What follows belongs to an exercise in optimizing a design on an open flow for small area; a production flow would make more cautious choices. In this exercise RTL edits were held to simulation tests only and were not proved equivalent to the original. The flow treats the clock pin as an ideal source, which a real chip does not have.

==> flow/design.v (excerpt) <==
module sobel
#(
parameter U_COL = 128,
parameter U_ROW = 16,
parameter value = 120
)
(
	input clk,
	input rst_n,
	input cmos_frame_vsync,
	input cmos_frame_hsync,
	input cmos_frame_valid,
	input [15:0]cmos_frame_data,
	output sobel_vsync,
	output sobel_hsync,
	output sobel_de,
	output [15:0] sobel_data
);
wire [7:0] y;
rgb_to_ycbcr u0_rgb_to_ycbcr (
	.rgb565 (cmos_frame_data),
	.o_y_8b (y)
);
reg [6:0] de_r, hs_r, vs_r;
always @(posedge clk or negedge rst_n)
	if(!rst_n) begin
		de_r <= 7'd0;
		hs_r <= 7'd0;
		vs_r <= 7'd0;
	end
	else begin
		de_r <= {de_r[5:0], cmos_frame_valid};
		hs_r <= {hs_r[5:0], cmos_frame_hsync};
		vs_r <= {vs_r[5:0], cmos_frame_vsync};
	end
wire [7:0] ta_n, tb_n, tc, ua_n, uc, ra, rb, rc;
wire       col0;
matrix_3x3 u_matrix_3x3 (
	.clk   (clk),
	.rst_n (rst_n),
	.valid (de_r[0]),
	.din   (y),
	.col0  (col0),
	.ta_n(ta_n), .tb_n(tb_n), .tc(tc),
	.ua_n(ua_n), .uc(uc),
	.ra(ra), .rb(rb), .rc(rc)
);
wire [8:0] dx, d1, e1, e2;
  ...
Size: about 2,500 cells after synthesis, roughly 40 I/O pins, about 67,000 um2 of cells after synthesis.
export LEC_CHECK = 0
export CAP_MARGIN = 20
export CORE_MARGIN = 2
export CORE_UTILIZATION = 60
export CTS_BUF_LIST = sky130_fd_sc_hd__clkbuf_16
export CTS_CLUSTER_DIAMETER = 100
export CTS_CLUSTER_SIZE = 30
export SLEW_MARGIN = 20
create_clock -name core_clock -period 8.0 [get_ports {clk}]
standard.sh (not shown) runs the stock make flow with config.mk's settings and CLKGATE_MAP_FILE= SYNTH_SCRIPT=/design/flow/synth_recipe.tcl, a recipe that flattens the netlist after the stock synthesis.
==> flow/flow/run.sh <==
#!/bin/bash
# The standard layout, with three changes:
#  - after the standard synthesis, flow/fa_polarity.py picks the polarity of
#    each full-adder cell so that fewer inverters are needed between them
#    (registers and every other cell are left as synthesis made them);
#  - the clock tree is built without dummy loads, from clkbuf_16 cells
#    driving clusters of up to 32 flip-flops;
#  - the port buffers are the smallest buffer cell.
set -euo pipefail
export CTS_ARGS="-sink_clustering_enable -repair_clock_nets -sink_clustering_size 32 -sink_clustering_max_diameter 130 -buf_list sky130_fd_sc_hd__clkbuf_16 -dont_use_dummy_load"
export BUFFER_PORTS_ARGS="-buffer_cell sky130_fd_sc_hd__buf_1"
R=orfs/results/${FLOW_PLATFORM}/sobel/base
bash standard.sh synth > synth_make.log 2>&1
cp $R/1_2_yosys.v yosys_standard.v
python3 flow/fa_polarity.py yosys_standard.v $R/1_2_yosys.v > fa_polarity.log 2>&1
rm -f $R/1_synth.odb $R/1_synth.sdc
bash standard.sh > layout_make.log 2>&1
Other scripts of this flow, unchanged in this note and not shown: flow/flow/fa_polarity.py
The starting point completed with no timing, DRC or antenna violations.
Next try:
--- a/flow/flow/run.sh
+++ b/flow/flow/run.sh
@@ -4,9 +4,9 @@
 #    each full-adder cell so that fewer inverters are needed between them
 #    (registers and every other cell are left as synthesis made them);
-#  - the clock tree is built without dummy loads, from clkbuf_16 cells
-#    driving clusters of up to 32 flip-flops;
+#  - the clock tree is built without dummy loads, from clkbuf_8 cells
+#    driving clusters of up to 20 flip-flops;
 #  - the port buffers are the smallest buffer cell.
 set -euo pipefail
-export CTS_ARGS="-sink_clustering_enable -repair_clock_nets -sink_clustering_size 32 -sink_clustering_max_diameter 130 -buf_list sky130_fd_sc_hd__clkbuf_16 -dont_use_dummy_load"
+export CTS_ARGS="-sink_clustering_enable -repair_clock_nets -sink_clustering_size 20 -sink_clustering_max_diameter 80 -buf_list sky130_fd_sc_hd__clkbuf_8 -dont_use_dummy_load"
 export BUFFER_PORTS_ARGS="-buffer_cell sky130_fd_sc_hd__buf_1"
 R=orfs/results/${FLOW_PLATFORM}/sobel/base
Settings changed: CORE_UTILIZATION 60 to 70.
Result:
- The changed run produced a clean layout
- synthesized cell count does not change
- die area drops by 14%
Next try:
--- a/flow/flow/run.sh
+++ b/flow/flow/run.sh
@@ -4,9 +4,9 @@
 #    each full-adder cell so that fewer inverters are needed between them
 #    (registers and every other cell are left as synthesis made them);
-#  - the clock tree is built without dummy loads, from clkbuf_8 cells
-#    driving clusters of up to 20 flip-flops;
+#  - the clock tree is built without dummy loads, from clkbuf_16 cells
+#    driving clusters of up to 32 flip-flops;
 #  - the port buffers are the smallest buffer cell.
 set -euo pipefail
-export CTS_ARGS="-sink_clustering_enable -repair_clock_nets -sink_clustering_size 20 -sink_clustering_max_diameter 80 -buf_list sky130_fd_sc_hd__clkbuf_8 -dont_use_dummy_load"
+export CTS_ARGS="-sink_clustering_enable -repair_clock_nets -sink_clustering_size 12 -sink_clustering_max_diameter 50 -buf_list sky130_fd_sc_hd__clkbuf_4 -dont_use_dummy_load"
 export BUFFER_PORTS_ARGS="-buffer_cell sky130_fd_sc_hd__buf_1"
 R=orfs/results/${FLOW_PLATFORM}/sobel/base
Settings changed: CORE_UTILIZATION 70 to 60.
=> Core utilization shrinks by 10 points; clock skew grows by 26 ps; die area grows by 16%; worst setup slack is better by 36 ps; via count grows by 2.2%; hold slack is worse by 22 ps; routed wire length shrinks by 0.77%; count of clock-buffer cells in the layout grows by 83; sequential cell count does not change.

========
Setup of job 652:
sobel again, from the RTL that the note above started with.
==> flow/design.v (excerpt) <==
module sobel
#(
parameter U_COL = 128,
parameter U_ROW = 16,
parameter value = 120
)
(
	input clk,
	input rst_n,
	input cmos_frame_vsync,
	input cmos_frame_hsync,
	input cmos_frame_valid,
	input [15:0]cmos_frame_data,
	output sobel_vsync,
	output sobel_hsync,
	output sobel_de,
	output [15:0] sobel_data
);
==> flow/config.mk <==
export PLATFORM = sky130hd
export DESIGN_NAME = sobel
export DESIGN_NICKNAME = sobel
export VERILOG_FILES = /design/flow/design.v
export SDC_FILE = /design/flow/constraint.sdc
export NUM_CORES = 4
export LEC_CHECK = 0
export CAP_MARGIN = 20
export CORE_MARGIN = 2
export CORE_UTILIZATION = 60
export CTS_BUF_LIST = sky130_fd_sc_hd__clkbuf_16
export CTS_CLUSTER_DIAMETER = 100
export CTS_CLUSTER_SIZE = 30
export SLEW_MARGIN = 20
==> flow/constraint.sdc <==
create_clock -name core_clock -period 8.0 [get_ports {clk}]
set_input_delay 1.6000 -clock core_clock [delete_from_list [all_inputs] [get_ports {clk}]]
set_output_delay 1.6000 -clock core_clock [all_outputs]
set_load 0.01 [all_outputs]
==> flow/flow/run.sh <==
#!/bin/bash
# The standard layout, with three changes:
#  - after the standard synthesis, flow/fa_polarity.py picks the polarity of
#    each full-adder cell so that fewer inverters are needed between them
#    (registers and every other cell are left as synthesis made them);
#  - the clock tree is built without dummy loads, from clkbuf_4 cells
#    driving clusters of up to 12 flip-flops;
#  - the port buffers are the smallest buffer cell.
set -euo pipefail
export CTS_ARGS="-sink_clustering_enable -repair_clock_nets -sink_clustering_size 12 -sink_clustering_max_diameter 50 -buf_list sky130_fd_sc_hd__clkbuf_4 -dont_use_dummy_load"
export BUFFER_PORTS_ARGS="-buffer_cell sky130_fd_sc_hd__buf_1"
R=orfs/results/${FLOW_PLATFORM}/sobel/base
bash standard.sh synth > synth_make.log 2>&1
cp $R/1_2_yosys.v yosys_standard.v
python3 flow/fa_polarity.py yosys_standard.v $R/1_2_yosys.v > fa_polarity.log 2>&1
rm -f $R/1_synth.odb $R/1_synth.sdc
bash standard.sh > layout_make.log 2>&1
Other scripts of this flow, unchanged in this note and not shown: flow/flow/fa_polarity.py
Job 652 went all the way through synthesis, placement and routing and the layout is clean on timing, DRC and antenna.
Inputs modified between job 652 and job 8862:
-- flow/flow/run.sh --
<<< job 652, line 6
#  - the clock tree is built without dummy loads, from clkbuf_4 cells
#    driving clusters of up to 12 flip-flops;
>>> job 8862, line 6
#  - the clock tree is built without dummy loads, from clkbuf_8 cells
#    driving clusters of up to 20 flip-flops;
<<< job 652, line 10
export CTS_ARGS="-sink_clustering_enable -repair_clock_nets -sink_clustering_size 12 -sink_clustering_max_diameter 50 -buf_list sky130_fd_sc_hd__clkbuf_4 -dont_use_dummy_load"
>>> job 8862, line 10
export CTS_ARGS="-sink_clustering_enable -repair_clock_nets -sink_clustering_size 20 -sink_clustering_max_diameter 80 -buf_list sky130_fd_sc_hd__clkbuf_8 -dont_use_dummy_load"
-- flow/config.mk --
<<< job 652, line 10
export CORE_UTILIZATION = 60
>>> job 8862, line 10
export CORE_UTILIZATION = 80
Results
Post-synthesis area per instance: job 8862 vs job 652 identical
Of job 652 and job 8862, only job 652 finishes the flow clean.
As the logs show, job 8862 stopped at detailed placement (3_5_place_dp) after a tool error, so it never reached the end of the flow.
Summary of job 8862 over job 652: die width lower, initial core utilization increased 20 points, number of nets in the synthesized netlist has remained practically unchanged, netlist area before placement saw little to no change, final weighted congestion in routability-driven placement shows an increase of 0.022.
Taking job 652 as the reference, in job 8862 vertical extent of the die went down 45 um, half-perimeter wire length of the detailed placement result went up about 60%.
Setup changes, job 8862 to job 934
-- flow/flow/run.sh --
<<< job 8862, line 6
#  - the clock tree is built without dummy loads, from clkbuf_8 cells
#    driving clusters of up to 20 flip-flops;
>>> job 934, line 6
#  - the clock tree is built without dummy loads, from clkbuf_16 cells
#    driving clusters of up to 32 flip-flops;
-- flow/config.mk --
<<< job 8862, line 10
export CORE_UTILIZATION = 80
>>> job 934, line 10
export CORE_UTILIZATION = 60
--- outcome ---
- Job 934 was carried through to the last stage, and its layout satisfied the timing, DRC and antenna checks.
- Synthesized instance count came out exactly the same in job 934 and job 8862.
- Min effective utilization at floorplan across job 934 and job 8862: job 934
- Between job 934 and job 8862, the difference in total nets after synthesis is negligible.
- Standard-cell row count: job 934 vs job 8862 up about 15%
- Floorplan die width: lower on job 8862
- Synthesized cell area: job 934 vs job 8862 identical
- Height of the chip is lower on job 8862
- Compared to job 8862, job 934 has placer's final routability congestion estimate about 2.8% lower.
- Detailed placer's ending HPWL: higher on job 8862

========
The RTL this note starts from:
==> flow/design.v <==
module line_chain
#(
parameter N = 259
)
(
	input              clk,
	input              en,
	input  [7:0]       din,
	output [8*N-1:0]   q
);
reg [8*N-1:0] sr;
always @(posedge clk)
	if(en)
		sr <= {sr[8*N-9:0], din};
assign q = sr;
endmodule
module matrix_3x3
(
	input clk,
	input rst_n,
	input v0,               
	input v1,               
	input v2,               
	input [7:0] din,
	output [7:0] ta, output [7:0] tb, output [7:0] tc,
	output [7:0] ua, output [7:0] ub, output [7:0] uc,
	output [7:0] ra, output [7:0] rb, output [7:0] rc
);
reg [7:0] yr, y1, y2;
always @(posedge clk) begin
	yr <= din;
	y1 <= yr;
	y2 <= y1;
end
wire [8*256-1:0] l;
line_chain #(.N(256)) u_chain (
	.clk (clk),
	.en  (v2),
	.din (y2),
	.q   (l)
);
reg [6:0] col;
reg [3:0] row;
always @(posedge clk or negedge rst_n)
	if(!rst_n) begin
		col <= 7'd0;
		row <= 4'd0;
	end
	else if(v0) begin
		col <= col + 1'b1;
		if(col == 7'h7f)
			row <= row + 1'b1;
	end
wire c0 = (col == 7'd0);
wire c1 = (col == 7'd1);
wire r0 = (row == 4'd0);
wire r1 = (row == 4'd1);
wire [7:0] l125 = l[8*125 +: 8];
wire [7:0] l126 = l[8*126 +: 8];
wire [7:0] l127 = l[8*127 +: 8];
wire [7:0] l253 = l[8*253 +: 8];
wire [7:0] l254 = l[8*254 +: 8];
wire [7:0] l255 = l[8*255 +: 8];
wire [7:0] hu_c = v1 ? (v2 ? l125 : l126) : (v2 ? l126 : l127);
wire [7:0] hu_b = v2 ? l126 : l127;
wire [7:0] hu_a = l127;
wire [7:0] ht_c = v1 ? (v2 ? l253 : l254) : (v2 ? l254 : l255);
wire [7:0] ht_b = v2 ? l254 : l255;
wire [7:0] ht_a = l255;
wire [7:0] su_c = r0 ? yr : hu_c;
wire [7:0] su_b = r0 ? y1 : hu_b;
wire [7:0] su_a = r0 ? y2 : hu_a;
wire [7:0] st_c = r0 ? yr : r1 ? hu_c : ht_c;
wire [7:0] st_b = r0 ? y1 : r1 ? hu_b : ht_b;
wire [7:0] st_a = r0 ? y2 : r1 ? hu_a : ht_a;
wire ka = c0 | (c1 & v1);
assign rc = yr;
assign rb = c0 ? yr : y1;
assign ra = ka ? rb : y2;
assign uc = su_c;
assign ub = c0 ? su_c : su_b;
assign ua = ka ? ub : su_a;
assign tc = st_c;
assign tb = c0 ? st_c : st_b;
assign ta = ka ? tb : st_a;
endmodule
module rgb_to_ycbcr(
	input  [15:0] rgb565,
	output [7:0]  o_y_8b
);
wire [7:0] R0 = {rgb565[15:11], rgb565[13:11]};
wire [7:0] G0 = {rgb565[10: 5], rgb565[ 6: 5]};
wire [7:0] B0 = {rgb565[ 4: 0], rgb565[ 2: 0]};
wire [15:0] Y = R0 * 16'd77 + G0 * 16'd150 + B0 * 16'd29;
assign o_y_8b = Y[15:8];
endmodule
module sobel
#(
parameter U_COL = 128,
parameter U_ROW = 16,
parameter value = 120
)
(
	input clk,
	input rst_n,
	input cmos_frame_vsync,
	input cmos_frame_hsync,
	input cmos_frame_valid,
	input [15:0]cmos_frame_data,
	output sobel_vsync,
	output sobel_hsync,
	output sobel_de,
	output [15:0] sobel_data
);
wire [7:0] y;
rgb_to_ycbcr u0_rgb_to_ycbcr (
	.rgb565 (cmos_frame_data),
	.o_y_8b (y)
);
reg [6:0] de_r, hs_r, vs_r;
always @(posedge clk or negedge rst_n)
	if(!rst_n) begin
		de_r <= 7'd0;
		hs_r <= 7'd0;
		vs_r <= 7'd0;
	end
	else begin
		de_r <= {de_r[5:0], cmos_frame_valid};
		hs_r <= {hs_r[5:0], cmos_frame_hsync};
		vs_r <= {vs_r[5:0], cmos_frame_vsync};
	end
wire [7:0] ta, tb, tc, ua, ub, uc, ra, rb, rc;
matrix_3x3 u_matrix_3x3 (
	.clk   (clk),
	.rst_n (rst_n),
	.v0    (de_r[0]),
	.v1    (de_r[1]),
	.v2    (de_r[2]),
	.din   (y),
	.ta(ta), .tb(tb), .tc(tc),
	.ua(ua), .ub(ub), .uc(uc),
	.ra(ra), .rb(rb), .rc(rc)
);
wire [9:0] Gx1 = ta + {ua, 1'b0} + ra;
wire [9:0] Gx3 = tc + {uc, 1'b0} + rc;
wire [9:0] Gy1 = ta + {tb, 1'b0} + tc;
wire [9:0] Gy3 = ra + {rb, 1'b0} + rc;
wire [9:0] Gx = (Gx1 > Gx3) ? (Gx1 - Gx3) : (Gx3 - Gx1);
wire [9:0] Gy = (Gy1 > Gy3) ? (Gy1 - Gy3) : (Gy3 - Gy1);
wire [10:0] G = Gx + Gy;
wire edge_bit = (G > value);
reg [6:1] e_r;
always @(posedge clk)
	e_r <= {e_r[5:1], edge_bit};
assign sobel_de    = de_r[6];
assign sobel_hsync = hs_r[6];
assign sobel_vsync = vs_r[6];
assign sobel_data  = e_r[6] ? 16'h0000 : 16'hffff;
endmodule
make LEC_CHECK=0 CAP_MARGIN=20 CORE_MARGIN=2 CORE_UTILIZATION=45 CTS_BUF_LIST=sky130_fd_sc_hd__clkbuf_8 CTS_CLUSTER_SIZE=24 SLEW_MARGIN=20 finish   # period 8.0 ns
run.sh (not shown) runs the stock make flow with config.mk's settings and CLKGATE_MAP_FILE= SYNTH_SCRIPT=/design/flow/synth_recipe.tcl, a recipe that flattens the netlist after the stock synthesis.
Stock flow here: none of the scripts above is used.
The baseline produced a clean layout.
Rerun with:
--- a/flow/config.mk
+++ b/flow/config.mk
@@ -10,3 +10,3 @@
-export CORE_UTILIZATION = 45
-export CTS_BUF_LIST = sky130_fd_sc_hd__clkbuf_8
-export CTS_CLUSTER_SIZE = 24
+export CORE_UTILIZATION = 55
+export CTS_BUF_LIST = sky130_fd_sc_hd__clkbuf_4 sky130_fd_sc_hd__clkbuf_8
+export CTS_CLUSTER_SIZE = 16
Outcome:
- The new run finished clean
- routed wire length rises by 8.3%
- global-route usage rises by 3.9 points
- register-to-register slack degrades by 0.23 ns
- cell count falls by 5.2%
- first-iteration DRC count falls by 4.8%
- die area falls by 18%
- utilization rises by 11 points
- area after synthesis is unchanged
- design area stays flat
Rerun with:
--- a/flow/config.mk
+++ b/flow/config.mk
@@ -10,3 +10 @@
-export CORE_UTILIZATION = 55
-export CTS_BUF_LIST = sky130_fd_sc_hd__clkbuf_4 sky130_fd_sc_hd__clkbuf_8
-export CTS_CLUSTER_SIZE = 16
+export CORE_UTILIZATION = 45
The changed run finished clean.
Sequential cell count is unchanged.
Worst hold slack loses 0.015 ns.
Design area rose by 0.37%.
Final cell count rose by 1.9%.
Clock-buffer cell count fell by 206.
Setup slack gains 0.25 ns.
Global-route usage fell by 4.2 points.
Wire length fell by 9.9%.
Die area rose by 22%.

[what the ideal ports hide]
How much do the figures lean on ideal ports? The routed layouts below were timed once more, with nothing changed but the port constraints. Step 1, drivers: a clkbuf_16 drives clk and a buf_2 each remaining input, both assumed. Step 2 moves the port delays by t, midway between the first and last clock arrival at a register: inputs arrive t later, outputs are due t later. That takes back most of the time a late clock gives input paths. Slacks: ideal / step 1 / step 2; pairs: ideal / step 1.
run | t (ns) | slack for setup (ns) | clock arrival spread, ns | slew at the worst register clock pin (ns) | worst data-port slew with drivers (ns)
the first run of note 1 | 0.718 | 0.725 / 0.725 / 0.725 | 0.058 / 0.058 | 0.12 / 0.12 | 0.04
the second run of note 1 | 0.819 | 0.635 / 0.635 / 0.635 | 0.107 / 0.107 | 0.12 / 0.12 | 0.03
the third run of note 1 | 1.089 | 0.671 / 0.671 / 0.671 | 0.138 / 0.138 | 0.12 / 0.12 | 0.04
job 652 | 1.089 | 0.671 / 0.671 / 0.671 | 0.138 / 0.138 | 0.12 / 0.12 | 0.04
job 934 | 0.799 | 0.678 / 0.678 / 0.678 | 0.125 / 0.125 | 0.12 / 0.12 | 0.04
the first run of note 3 | 0.991 | 0.640 / 0.640 / 0.640 | 0.092 / 0.092 | 0.07 / 0.07 | 0.13
the second run of note 3 | 1.010 | 0.407 / 0.407 / 0.407 | 0.106 / 0.106 | 0.08 / 0.08 | 0.11
the third run of note 3 | 0.859 | 0.659 / 0.659 / 0.659 | 0.037 / 0.037 | 0.07 / 0.07 | 0.14
After both steps setup and hold are still met in every run listed.
